Context: an optimization exercise on an open-source flow, tuned for small area and a short achievable clock period. The choices shown serve that exercise and are no tape-out recipe. In this exercise RTL edits were held to simulation tests only and were not proved equivalent to the original. Power is estimated from default activity; no workload was simulated.

File: design.v
module pipelined_processor (
	input clk,     
	input reset,   
	output [63:0] imem_addr,
	input  [31:0] imem_data,
	output [63:0] dmem_addr,
	output [63:0] dmem_wdata,
	output        dmem_we,
	output        dmem_re,
	input  [63:0] dmem_rdata
);
	integer i;
	reg [63:0] pc;
	reg [31:0] d_ins;           
	reg [63:0] d_pc;
	reg [63:0] e_pc;            
	reg [63:0] e_a, e_b;        
	reg [11:0] e_imm;
	reg [4:0]  e_rd;            
	reg        e_br, e_st, e_ld;
	reg        e_sub, e_and, e_or;
	reg        e_fa_m, e_fa_w, e_fa_n;    
	reg        e_fb_m, e_fb_w, e_fb_n;    
	reg        e_ob_m, e_ob_w, e_ob_n, e_ob_i;   
	reg [63:0] m_res, m_wdata, m_tgt;   
	reg        m_take, m_st, m_ld;
	reg [4:0]  m_rd;
	reg [63:0] w_val;           
	reg [4:0]  w_rd;
	reg [63:0] rf [1:31];
	assign imem_addr = pc;
	always @(posedge clk) begin
		if (reset)
			pc <= 64'd0;
		else if (m_take)
			pc <= m_tgt;
		else
			pc <= pc + 64'd4;
		d_ins <= reset ? 32'h00000013 : imem_data;
		d_pc  <= pc;
	end
	wire [2:0] op = d_ins[6:4];
	wire [4:0] rs1 = d_ins[19:15];
	wire [4:0] rs2 = d_ins[24:20];
	wire [4:0] rd  = d_ins[11:7];
	wire [3:0] funct = {d_ins[30], d_ins[14:12]};
	wire is_r  = (op == 3'b011);
	wire is_i  = (op == 3'b001);
	wire is_ld = (op == 3'b000);
	wire is_st = (op == 3'b010);
	wire is_br = (op == 3'b110);
	wire alu_f = is_r | is_i;
	wire src_imm = is_i | is_ld | is_st;
	wire wr = is_r | is_i | is_ld;
	wire [11:0] imm = d_ins[6] ? {d_ins[31], d_ins[7], d_ins[30:25], d_ins[11:8]} :
	                  d_ins[5] ? {d_ins[31:25], d_ins[11:7]} :
	                             d_ins[31:20];
	reg [63:0] rd1, rd2;
	always @(*) begin
		rd1 = 64'd0;
		rd2 = 64'd0;
		for (i = 1; i < 32; i = i + 1) begin
			rd1 = rd1 | ({64{!reset && rs1 == i}} & rf[i]);
			rd2 = rd2 | ({64{!reset && rs2 == i}} & rf[i]);
		end
	end
	wire fa_m = (e_rd != 5'd0) && (e_rd == rs1);
	wire fa_w = !fa_m && (m_rd != 5'd0) && (m_rd == rs1);
	wire fb_m = (e_rd != 5'd0) && (e_rd == rs2);
	wire fb_w = !fb_m && (m_rd != 5'd0) && (m_rd == rs2);
	always @(posedge clk) begin
		e_pc  <= d_pc;
		e_a   <= rd1;
		e_b   <= rd2;
		e_imm <= imm;
		e_rd  <= (reset || !wr) ? 5'd0 : rd;
		e_br  <= !reset && is_br;
		e_st  <= !reset && is_st;
		e_ld  <= !reset && is_ld;
		e_sub <= is_br || (alu_f && funct == 4'b1000);
		e_and <= alu_f && funct == 4'b0111;
		e_or  <= alu_f && funct == 4'b0110;
		e_fa_m <= fa_m;
		e_fa_w <= fa_w;
		e_fa_n <= !fa_m && !fa_w;
		e_fb_m <= fb_m;
		e_fb_w <= fb_w;
		e_fb_n <= !fb_m && !fb_w;
		e_ob_m <= !src_imm && fb_m;
		e_ob_w <= !src_imm && fb_w;
		e_ob_n <= !src_imm && !fb_m && !fb_w;
		e_ob_i <= src_imm;
	end
	wire [63:0] ximm = {{52{e_imm[11]}}, e_imm};
	wire [63:0] a  = ({64{e_fa_m}} & m_res) | ({64{e_fa_w}} & w_val) | ({64{e_fa_n}} & e_a);
	wire [63:0] b  = ({64{e_fb_m}} & m_res) | ({64{e_fb_w}} & w_val) | ({64{e_fb_n}} & e_b);
	wire [63:0] ob = ({64{e_ob_m}} & m_res) | ({64{e_ob_w}} & w_val) | ({64{e_ob_n}} & e_b) |
	                 ({64{e_ob_i}} & ximm);
	wire [63:0] sum = a + (ob ^ {64{e_sub}}) + {63'd0, e_sub};
	wire [63:0] res = e_and ? (a & ob) : e_or ? (a | ob) : sum;
	wire [63:0] tgt = e_pc + {ximm[62:0], 1'b0};
	always @(posedge clk) begin
		m_res   <= res;
		m_wdata <= b;
		m_tgt   <= tgt;
		m_take  <= !reset && e_br && (a == b);
		m_st    <= !reset && e_st;
		m_ld    <= !reset && e_ld;
		m_rd    <= reset ? 5'd0 : e_rd;
	end
	assign dmem_addr  = m_res;
	assign dmem_wdata = m_wdata;
	assign dmem_we    = m_st;
	assign dmem_re    = m_ld;
	always @(posedge clk) begin
		w_val <= m_ld ? dmem_rdata : m_res;
		w_rd  <= reset ? 5'd0 : m_rd;
	end
	always @(posedge clk) begin
		if (w_rd != 5'd0)
			rf[w_rd] <= w_val;
	end
endmodule
File: run.sh
#!/bin/bash
# synth_recipe.tcl (not shown) runs the flow's synth.tcl, then flattens the netlist and writes it again
# the make line also repeats each setting of config.mk as NAME=value (left out here)
make -C /OpenROAD-flow-scripts/flow DESIGN_CONFIG=/design/flow/config.mk WORK_HOME=/design/flow/orfs CLKGATE_MAP_FILE= SYNTH_SCRIPT=/design/flow/synth_recipe.tcl finish
File: config.mk
export PLATFORM = sky130hd
export DESIGN_NAME = pipelined_processor
export DESIGN_NICKNAME = pipelined_processor
export VERILOG_FILES = /design/flow/design.v
export SDC_FILE = /design/flow/constraint.sdc
export NUM_CORES = 4
export LEC_CHECK = 0
export CAP_MARGIN = 20
export CORE_MARGIN = 2
export CORE_UTILIZATION = 40
export PLACE_DENSITY = 0.6
export SLEW_MARGIN = 20
File: constraint.sdc
create_clock -name core_clock -period 9.0 [get_ports {clk}]
set_input_delay 1.8000 -clock core_clock [delete_from_list [all_inputs] [get_ports {clk}]]
set_output_delay 1.8000 -clock core_clock [all_outputs]
set_load 0.01 [all_outputs]
==> notes.md <==
worst r2r src - e_fa_m
RSZ-0062 raised after global routing - false
die extent in y - 530 um
max-slew violations - 0
Synth Instances - 8323
Fill cells - 24244
H-Tree Depth - 5
final setup TNS - 0 ns
Hold EP - e_pc[33]
post-CTS setup buffers - 0
ranking of synthesized cells by area - edfxtp_1 (54%), dfxtp_1 (12%), a22oi_1 (8.4%), a221oi_1 (2.9%), a22o_1 (2.7%)
Detail Route Antenna Nets - 0
fmax - 163 MHz
worst reg2reg path depth - 17
maxcap violations - 0
RD Place Congestion - 0.981
Largest Register - rf
total iterations of the first detailed-routing run - 13
vias - 94076
Seq/Total Area, Yosys - 65.7%
CTS Hold Buffers Added - 0
hold_sp - d_pc[33]
Initial Util - 40.1%
post-route minimum period - 6.12 ns
worst r2r dst - m_res[58]
I/O Buffers - 287
Starting DRT DRC Count - 24699
Setup violations, final - 0
Crit. End Element - flop
Clock Sinks - 2634
pwr dens - 248 nW/um^2
mean number of vias per cell - 7.50
antenna violations before repair - 46
most frequent cells in the layout - edfxtp_1 (1984), a22oi_1 (1230), dfxtp_1 (616), nand3_1 (508), a221oi_1 (372)
Routed wire per std cell - 44.1 um
Least-Margin Pin Slew - 1.39 ns
Clock Path Buffers - 4
grt ovf - 0
drt total wl - 553000 um
Distinct cells, synth - 85
Arr. time, crit path - 6.89 ns
Hold Fails Final Rpt - 0
number of buffers created by CTS - 279
die area - 281000 um^2
critical path required time - 9.76 ns
number of global-route vias before repair - 86674
CTS tree - yes
fin cells - 12541
EDFF count, synth - 1984
final instance area - 128000 um^2
die width - 530 um
I/O Pins - 292
area grow syn2layout - 15.9%
CTS root buf - clkbuf_16
Async SR Flop Fraction - 0%
worst hold path depth - 0
r2r setup slk - 2.88 ns
Tcrit/Tclk final - 68.0%
commonest non-fill, non-tap cell in the layout - edfxtp_1
Synth Area per Inst - 13.3 um^2
Max-Slew Margin vs Limit - 7.02%
first-pass GRT wire length - 731000 um
Post-DP Area - 119000 um^2
Syn. warnings - 1
status - no timing/DRC/antenna violations
Final Power - 31.7 mW
Site Rows - 193
clk slew on worst S/H paths - 0.06 ns
top cell type's share of synthesized area - 53.9%
largest net degree at the start of global routing - 93
CP Max Fanout - 30
cell taking the most area after synthesis - edfxtp_1
Max VDD drop - 0.161 mV
Post-Syn Area - 111000 um^2
# resized after CTS - 0
placed insts - 12028
CP Launch Type - flop
Tot GR Track Use - 37.8%
layout cell share with drive strength beyond 1 - 10.3%
Core ar. - 276000 um^2
Final #Nets - 8830
clock latency (worst-skew pair) - 0.90 ns
Synth Net Count - 8548
critical path class - reg2reg
Most used DFF post-synth - edfxtp_1
number of synthesized register bits - 2634
Leak Pwr - 44.1 nW
Post-Route Skew - 0.0732 ns
Hold Crit Class - reg2reg
max reg flops - 1984
Post-route DRC - 0
DP HPWL - 299000 um
cell families (layout without fill, tap and decap cells):
group                      after synthesis  count (layout)  synth area share (%)
adders and majority gates              127             127                  1.45
xor gates and xnor gates               287             287                  2.27
muxes                                  100             100                 0.991
other                                    0              30                     0
buffers and inverters                  697            1180                  2.38
AOI/OAI and AO/OA                     2776            2776                  19.5
and+or+nand+nor                       1702            1702                  7.79
DFF                                   2634            2634                  65.7
power breakdown:
group / internal, mW / switching, mW
logic: 1.25 / 2.99
registers: 14.8 / 1.21
clock network: 6.51 / 4.99
per-stage QoR:
stage	worst slack, ns	util, %	hold slack [ns]
floorplan	4.03	-	0.310
global placement	3.17	43.2	0.311
detailed placement	3.15	43.2	0.312
CTS	3.13	46.4	0.309
global route	2.93	46.4	0.324
finish	2.88	46.5	0.309
worst max path at each step:
stage / startpoint / cells after the start / slack [ns] / endpoint
after floorplan: e_imm[11] / 16 / 4.03 / m_res[63]
after global placement: e_fa_m / 17 / 3.17 / m_res[58]
after detailed placement: e_fa_m / 17 / 3.15 / m_res[58]
after CTS: e_fa_m / 17 / 3.13 / m_res[58]
after global routing: e_imm[11] / 16 / 2.93 / m_res[58]
final: e_fa_m / 17 / 2.88 / m_res[58]
critical path, stage by stage, from the launching register on:
cell      delay [ns]
dfxtp_2         0.63
buf_4           0.41
buf_4           0.43
a222oi_1        0.18
buf_4           0.22
inv_1           0.06
ha_1            0.29
a21oi_1         0.36
o21ai_1         0.24
o311ai_1        0.33
buf_4           0.23
a31oi_1         0.14
a211oi_2        0.69
o41ai_2         0.30
a221oi_2        0.68
o22ai_2         0.33
and4_1          0.29
nor3_1          0.17
synthesized netlist by cell type, drive strengths merged (9+ instances only):
library cell / count
nand2b: 16
nor4: 22
mux2i: 24
or3: 25
and4: 18
buf: 137
a21oi: 224
a31oi: 29
mux2: 76
a222oi: 220
a22oi: 1230
and2: 23
nand3: 509
o21a: 18
edfxtp: 1984
a21o: 82
clkbuf: 420
or2: 12
a211oi: 26
nand2: 320
o22ai: 9
ha: 125
o211ai: 10
nor2b: 65
a221oi: 373
xnor2: 124
a22o: 343
inv: 140
nor3: 69
xor2: 163
nand4: 136
o21ai: 117
o21bai: 28
nor2: 311
and3: 29
or4: 124
dfxtp: 650
routing by layer:
layer,vias to the layer above,track usage (%),share of wire (%)
li1,34737,-,-
met1,45570,46.5,33
met2,11014,52.1,39
met3,2703,19.9,20
met4,52,21.9,7.5
met5,-,1.28,0.17
layout make-up:
class / count / area (um^2) / area share [%]
diodes: 30 / 75.1 / 0.0586
repair buffers: 558 / 5410 / 4.22
inverters: 140 / 526 / 0.410
multi-input cells: 4992 / 36100 / 28.1
clock buffers: 366 / 7750 / 6.04
flip-flops and latches: 2634 / 72600 / 56.7
clock inverters: 116 / 1060 / 0.825
well taps: 3705 / 4640 / 3.62

## afterwards: timing with drivers on the ports
No port has a modelled driver above. Below, the same layout with a new extraction and two added sets of constraints.
Step 1, drivers: a clkbuf_16 drives clk and a buf_2 each remaining input, both assumed.
Step 2 also shifts input and output timing later by t, the mid clock arrival at the registers, as if the neighbouring blocks saw the same clock.
Three values: no drivers, after step 1, after step 2; two values: the first two.
t, ns: 0.963
setup slack, ns: 2.876 / 2.876 / 2.876
worst setup path at the end: register to register
latest minus earliest clock arrival (ns): 0.077 / 0.078
slew at the worst register clock pin (ns): 0.07 / 0.07
After both steps setup and hold are still met in this run. The setup slack of this run moves by 0.000 ns with the drivers and by 0.000 ns with both steps.
